What follows belongs to an exercise in optimizing a design on an open flow for a short achievable clock period and few clock cycles; a production flow would make more cautious choices.
The RTL was checked by simulation tests, not by an equivalence proof against the original design.
Power and IR drop assume default switching activity.

## red
// RV32Core
module RV32Core(
    input wire CPU_CLK,
    input wire CPU_RST,
    output wire [31:0] IMEM_A,
    input wire [31:0] IMEM_RD,
    output wire [31:0] DMEM_A,
    output wire [31:0] DMEM_WD,
    output wire [3:0] DMEM_WE,
    input wire [31:0] DMEM_RD
    );
Settings: LEC_CHECK=0, CAP_MARGIN=20, CORE_MARGIN=2, CORE_UTILIZATION=50, PLACE_DENSITY=0.65, SLEW_MARGIN=20, SYNTH_HIERARCHICAL=1; clock period 10.0 ns.
standard.sh (not shown) runs the stock make flow with config.mk's settings and CLKGATE_MAP_FILE= SYNTH_SCRIPT=/design/flow/synth_recipe.tcl, a recipe that flattens the netlist after the stock synthesis.
==> flow/flow/run.sh <==
#!/bin/bash
set -euo pipefail
MARGIN=${MARGIN:-6.8}
bash standard.sh SETUP_SLACK_MARGIN=$MARGIN finish > standard_flow.log 2>&1
Testbench counts of red, summed over its fixed seeds: cycles 228,080.
Edits applied to the flow inputs when going from red to blue:
--- a/flow/design.v
+++ b/flow/design.v
@@ -152,36 +152,36 @@
     input wire [31:0] npc_ns,          
     output wire [31:0] npc
     );
     wire [31:0] npc_d = stall ? pc_hold : npc_ns;
     assign npc = taken ? (sel_t ? npc_t : npc_d) : (sel_n ? npc_n : npc_d);
 endmodule
 `timescale 1ns / 1ps
 module TargetLo(
     input wire [31:0] pc,           
     input wire [31:0] ir,           
-    output wire [11:0] lo,          
-    output wire [31:12] imm_hi      
+    output wire [6:0] lo,           
+    output wire [31:7] imm_hi       
     );
     wire [31:0] imm_j = {{11{ir[31]}}, ir[31], ir[19:12], ir[20], ir[30:21], 1'b0};
     wire [31:0] imm_b = {{19{ir[31]}}, ir[31], ir[7], ir[30:25], ir[11:8], 1'b0};
     wire [31:0] imm = ir[2] ? imm_j : imm_b;
-    assign lo = {1'b0, pc[11:1]} + {1'b0, imm[11:1]};
-    assign imm_hi = imm[31:12];
+    assign lo = {1'b0, pc[6:1]} + {1'b0, imm[6:1]};
+    assign imm_hi = imm[31:7];
 endmodule
 module NPC_Generator(
-    input wire [31:12] pc_hi,
-    input wire [31:12] imm_hi,
-    input wire [11:0] lo,
+    input wire [31:7] pc_hi,
+    input wire [31:7] imm_hi,
+    input wire [6:0] lo,
     output wire [31:0] tgt
     );
-    assign tgt = {pc_hi + imm_hi + {19'd0, lo[11]}, lo[10:0], 1'b0};
+    assign tgt = {pc_hi + imm_hi + {24'd0, lo[6]}, lo[5:0], 1'b0};
 endmodule
 `timescale 1ns / 1ps
 module RegisterFile(
     input wire [32*31-1:0] rf_flat,
     input wire [31:0] oh1, oh2,
     output reg [31:0] rv1, rv2
     );
     integer ri;
     always @(*) begin
         rv1 = 32'd0;
@@ -207,35 +207,35 @@
     wire rst = CPU_RST;
     localparam NBTB = 2;
     reg [31:0] pc_f;           
     reg [31:0] pcn_f;          
     wire [31:0] pcq = ~pcn_f;
     reg        v_i;            
     reg [31:0] pc_i;
     reg        bh_i;           
     reg        skid_v;         
     reg [31:0] skid, skid_pc;
-    reg [11:0] skid_lo;
-    reg [31:12] skid_ihi;
+    reg [6:0]  skid_lo;
+    reg [31:7] skid_ihi;
     reg        skid_bh;
     reg        v_d;
     reg [31:0] pc_d;
     reg        bh_d;
     reg [31:0] oh1, oh2;       
     reg [4:0]  rs1_d, rs2_d, rd_d;
     reg [2:0]  f3_d;
     reg        ld_d, st_d, br_d, jalr_d, jal_d;
     reg        use1_d, use2_d, wr_d, bimm_d, useA_d, useC_d, useS_d, useM_d;
     reg        rdir_d;         
     reg [31:0] imm_d;
-    reg [11:0] lo_d;           
-    reg [31:12] ihi_d;         
+    reg [6:0]  lo_d;            
+    reg [31:7] ihi_d;          
     reg        s_add_d, s_sub_d, s_sll_d, s_srl_d, s_sra_d, s_slt_d, s_sltu_d,
                s_xor_d, s_or_d, s_and_d, s_imm_d, s_pcadd_d, s_pc4_d;
     reg        v_e;
     reg [31:0] pc_e;
     reg [4:0]  rd_e;
     reg        wr_e;           
     reg        ld_e, st_e, br_e, jalr_e, jal_e;
     reg [2:0]  f3_e;
     reg [31:0] imm_e;
     reg [31:0] aA, oA, aC, bC, a, o2;
@@ -273,31 +273,31 @@
     always @(*) begin
         btb_hit = 1'b0;
         btb_t = 30'd0;
         for (bi = 0; bi < NBTB; bi = bi + 1)
             if (btb_v[bi] && btb_tag[bi] == pcq[31:2]) begin
                 btb_hit = 1'b1;
                 btb_t = btb_t | btb_tgt[bi];
             end
     end
     wire [31:0] pc_f4 = pcq + 32'd4;
-    wire [11:0] lo_i;
-    wire [31:12] ihi_i;
+    wire [6:0] lo_i;
+    wire [31:7] ihi_i;
     wire [31:0] tgt_d;
     TargetLo tgt_lo(.pc(pc_i), .ir(IMEM_RD), .lo(lo_i), .imm_hi(ihi_i));
-    NPC_Generator npc_gen(.pc_hi(pc_d[31:12]), .imm_hi(ihi_d), .lo(lo_d), .tgt(tgt_d));
+    NPC_Generator npc_gen(.pc_hi(pc_d[31:7]), .imm_hi(ihi_d), .lo(lo_d), .tgt(tgt_d));
     wire        src_v   = skid_v | v_i;
     wire [31:0] ir      = skid_v ? skid : IMEM_RD;
     wire [31:0] src_pc  = skid_v ? skid_pc : pc_i;
     wire        src_bh  = skid_v ? skid_bh : bh_i;
-    wire [11:0] src_lo  = skid_v ? skid_lo : lo_i;
-    wire [31:12] src_ihi = skid_v ? skid_ihi : ihi_i;
+    wire [6:0] src_lo  = skid_v ? skid_lo : lo_i;
+    wire [31:7] src_ihi = skid_v ? skid_ihi : ihi_i;
     wire [6:0] op = ir[6:0];
     wire [4:0] rd = ir[11:7];
     wire [2:0] f3 = ir[14:12];
     wire [4:0] rs1 = ir[19:15];
     wire [4:0] rs2 = ir[24:20];
     wire       f7b = ir[30];
     wire is_lui   = op == 7'b0110111;
     wire is_auipc = op == 7'b0010111;
     wire is_jal   = op == 7'b1101111;
     wire is_jalr  = op == 7'b1100111;
==> results.txt <==
- Summary of the comparison: net switching power of the design is higher in blue, relative to red.
- Looking at blue and red, the die area is a wash.
- On final weighted congestion in routability-driven placement, red tracks blue almost exactly.
- Power: blue draws more than red
- [compare] base=red new=blue: sequential share of cell area moved up, via count of the first global-routing pass about even, setup slack now sits lower, number of cells on the worst reg-to-reg path +2.
Testbench counts of blue, summed over its fixed seeds: cycles 228,080.

* * *

Another version of the RTL of RV32Core (not shown whole).
Size: about 170 I/O pins, ~110000 µm² of cells after synthesis.
## RV32Core
module RV32Core(
    input wire CPU_CLK,
    input wire CPU_RST,
    output wire [31:0] IMEM_A,
    input wire [31:0] IMEM_RD,
    output wire [31:0] DMEM_A,
    output wire [31:0] DMEM_WD,
    output wire [3:0] DMEM_WE,
    input wire [31:0] DMEM_RD
    );
    wire clk = CPU_CLK;
    wire rst = CPU_RST;
    localparam NBTB = 2;
    reg [31:0] pc_f;           
    reg [31:0] pcn_f;          
    wire [31:0] pcq = ~pcn_f;
    reg        v_i;            
    reg [31:0] pc_i;
    reg        bh_i;           
    reg        skid_v;         
    reg [31:0] skid, skid_pc;
    reg [6:0]  skid_lo;
    reg [31:7] skid_ihi;
    reg        skid_bh;
    reg        v_d;
    reg [31:0] pc_d;
    reg        bh_d;
    reg [31:0] oh1, oh2;       
    reg [4:0]  rs1_d, rs2_d, rd_d;
    reg [2:0]  f3_d;
    reg        ld_d, st_d, br_d, jalr_d, jal_d;
    reg        use1_d, use2_d, wr_d, bimm_d, useA_d, useC_d, useS_d, useM_d;
    reg        rdir_d;         
    reg [31:0] imm_d;
    reg [6:0]  lo_d;            
    reg [31:7] ihi_d;          
    reg        s_add_d, s_sub_d, s_sll_d, s_srl_d, s_sra_d, s_slt_d, s_sltu_d,
               s_xor_d, s_or_d, s_and_d, s_imm_d, s_pcadd_d, s_pc4_d;
    reg        v_e;
    reg [31:0] pc_e;
    reg [4:0]  rd_e;
    reg        wr_e;           
    reg        ld_e, st_e, br_e, jalr_e, jal_e;
    reg [2:0]  f3_e;
    reg [31:0] imm_e;
    reg [31:0] aA, oA, aC, bC, a, o2;
    reg        s_add, s_sub, s_sll, s_srl, s_sra, s_slt, s_sltu, s_xor, s_or, s_and,
               s_pre;
    reg [31:0] pre_e;          
    reg [31:0] pc4_e;
    reg        pt_e;           
    reg [31:0] sum_m, rest_m;   
    reg        sadd_m;
    reg [31:0] dmem_a_q;
    reg [31:0] dmem_wd_q;
    reg [3:0]  dmem_we_q;
    reg [4:0]  rd_m;
    reg        v_m, wr_m, ld_m;
  ...
clock: 10.0 ns
lec_check: 0
cap_margin: 20
core_margin: 2
core_utilization: 50
place_density: 0.65
slew_margin: 20
synth_hierarchical: 1
Scripts as last shown in full above: flow/flow/run.sh
The first run passed the timing, design-rule and antenna checks.
Testbench counts at the start, summed over its fixed seeds: cycles 228,080.
Edit:
--- a/flow/design.v
+++ b/flow/design.v
@@ -233,14 +233,15 @@
     reg        s_add_d, s_sub_d, s_sll_d, s_srl_d, s_sra_d, s_slt_d, s_sltu_d,
                s_xor_d, s_or_d, s_and_d, s_imm_d, s_pcadd_d, s_pc4_d;
     reg        v_e;
     reg [31:0] pc_e;
     reg [4:0]  rd_e;
     reg        wr_e;           
     reg        ld_e, st_e, br_e, jalr_e, jal_e;
+    reg        auipc_e;        
     reg [2:0]  f3_e;
     reg [31:0] imm_e;
     reg [31:0] aA, oA, aC, bC, a, o2;
     reg        s_add, s_sub, s_sll, s_srl, s_sra, s_slt, s_sltu, s_xor, s_or, s_and,
                s_pre;
     reg [31:0] pre_e;          
     reg [31:0] pc4_e;
@@ -358,26 +359,30 @@
                   .g_sum(gb1 & !bimm_d & useM_d & s_add), .g_rest(gb1 & !bimm_d & useM_d & !s_add),
                   .g_m(gb2 & !bimm_d & useM_d), .g_w(gb3 & !bimm_d & useM_d), .g_rv(gbr & !bimm_d & useM_d),
                   .g_imm(bimm_d & useM_d), .q(o2_n));
     wire redir_d = v_d && !bh_d && rdir_d;
     wire [31:0] auipc_d, pc4_d;
     Adder32 addau(.a(pc_d), .b(imm_d), .s(auipc_d));
     assign pc4_d = pc_d + 32'd4;
-    wire pt_d = bh_d || redir_d;    
+    wire redirj_d = v_d && jalr_d && ga1 && auipc_e;
+    wire [31:0] tgtj_s;
+    Adder32 addj(.a(pre_e), .b(imm_d), .s(tgtj_s));
+    wire [31:0] tgtj_d = {tgtj_s[31:1], 1'b0};
+    wire pt_d = bh_d || redir_d || redirj_d;    
     wire [31:0] b  = bC;
     wire [31:0] pc4 = pc4_e;
     ALU alu(.aA(aA), .oA(oA), .a(a), .o2(o2), .pre(pre_e),
             .s_add(s_add), .s_sub(s_sub), .s_sll(s_sll), .s_srl(s_srl), .s_sra(s_sra),
             .s_slt(s_slt), .s_sltu(s_sltu), .s_xor(s_xor), .s_or(s_or), .s_and(s_and),
             .s_pre(s_pre), .sum(sum), .rest(rest_e));
     Adder32 addpc(.a(pc_e), .b(imm_e), .s(pcadd));    
     wire taken;
     BranchDecisionMaking bdm(.f3(f3_e), .a(aC), .b(bC), .taken(taken));
     wire act = br_e ? taken : jal_e;          
-    wire misp = v_e && (jalr_e || act != pt_e);
+    wire misp = v_e && (jalr_e ? !pt_e : act != pt_e);
     reg [3:0] we_e;
     reg [31:0] wd_e;
     always @(*) begin
         case (f3_e[1:0])
             2'd0: begin we_e = 4'b0001 << sum[1:0]; wd_e = {4{b[7:0]}}; end
             2'd1: begin we_e = sum[1] ? 4'b1100 : 4'b0011; wd_e = {2{b[15:0]}}; end
             default: begin we_e = 4'b1111; wd_e = b; end
@@ -387,22 +392,22 @@
     DataExt dext(.rd(DMEM_RD), .f3(f3_w), .a(a_w), .ld(ld_w), .res(res_w), .wdata(wdata));
     integer wi;
     always @(posedge clk) begin
         for (wi = 1; wi < 32; wi = wi + 1)
             if (rst) rf[wi] <= 32'd0;
             else if (wen_w[wi]) rf[wi] <= wdata;
     end
-    wire take_d0 = redir_d && !stall;
+    wire take_d0 = (redir_d || redirj_d) && !stall;
     wire take_d = take_d0 && !misp;
-    wire [31:0] npc_ns = redir_d ? tgt_d : btb_hit ? {btb_t, 2'b00} : pc_f4;
+    wire [31:0] npc_ns = redirj_d ? tgtj_d : redir_d ? tgt_d : btb_hit ? {btb_t, 2'b00} : pc_f4;
     wire [31:0] jalr_t = {sum[31:1], 1'b0};
-    wire e_jalr = v_e && jalr_e;
+    wire e_jalr = v_e && jalr_e && !pt_e;
     wire e_nb = v_e && !br_e;                  
     wire e_jn = e_nb && jal_e && !pt_e;        
-    wire e_xp = e_nb && !jal_e && pt_e;        
+    wire e_xp = e_nb && !jal_e && !jalr_e && pt_e;        
     wire sel_t = e_jalr | (v_e && br_e && !pt_e) | e_jn | e_xp;
     wire sel_n = e_jalr | (v_e && br_e && pt_e) | e_jn | e_xp;
     wire [31:0] npc_t = e_jalr ? jalr_t : e_xp ? pc4 : pcadd;
     wire [31:0] npc_n = e_jalr ? jalr_t : e_jn ? pcadd : pc4;
     wire [31:0] npc;
     IFSegReg npc_sel(.taken(taken), .sel_t(sel_t), .sel_n(sel_n), .npc_t(npc_t), .npc_n(npc_n),
                      .stall(stall), .pc_hold(pcq), .npc_ns(npc_ns), .npc(npc));
@@ -510,14 +515,15 @@
         pc_e <= pc_d;
         rd_e <= rd_d;
         wr_e <= wr_d;
         ld_e <= ld_d;
         st_e <= st_d;
         br_e <= br_d;
         jalr_e <= jalr_d;
+        auipc_e <= s_pcadd_d;
         jal_e <= jal_d;
         f3_e <= f3_d;
         imm_e <= imm_d;
         aA <= aA_n;
         oA <= oA_n;
         aC <= aC_n;
         bC <= bC_n;
Outcome: Global-route usage rose by 0.17 points. Design area came out higher by 2.5%. Routed wire length is higher by 3.4%. Clock skew fell by 32 ps. Synthesized cell count grows by 2.1%. Sequential cell count increases by 1. Power rises by 1.2%. Register-to-register slack got worse by 150 ps. Critical path depth came out lower by 1.
Testbench counts after the change, summed over its fixed seeds: cycles 227,030.

## what the ideal ports hide
In the flow no input, the clock included, has a driving cell. The finished layouts below were timed again as built, in two steps. Step 1 sets driving cells, clkbuf_16 on the clock port and buf_2 on the other inputs (assumed; they add their load-dependent delay and slew). Step 2 adds t to the input delays and takes it off the output delays; t is the mean of the earliest and latest rising clock arrival at the registers after step 1. Input paths then give back, and output paths get back, about the clock's delay inside the block. a / b / c = ideal / step 1 / step 2; a / b = the first two.
run	t (ns)	setup slack, ns	worst setup path after step 2	latest minus earliest clock arrival (ns)
red	0.956	6.605 / 6.513 / 5.709	input to register	0.069 / 0.068
blue	0.965	6.312 / 6.312 / 5.805	input to register	0.102 / 0.102
the first run of note 2	0.979	6.466 / 6.466 / 5.772	input to register	0.074 / 0.074
the second run of note 2	1.000	6.318 / 6.318 / 5.803	input to register	0.041 / 0.041
After both steps setup and hold are still met in every run listed. The setup slack of red, which loses most, moves by -0.092 ns with the drivers and by -0.896 ns with both steps.
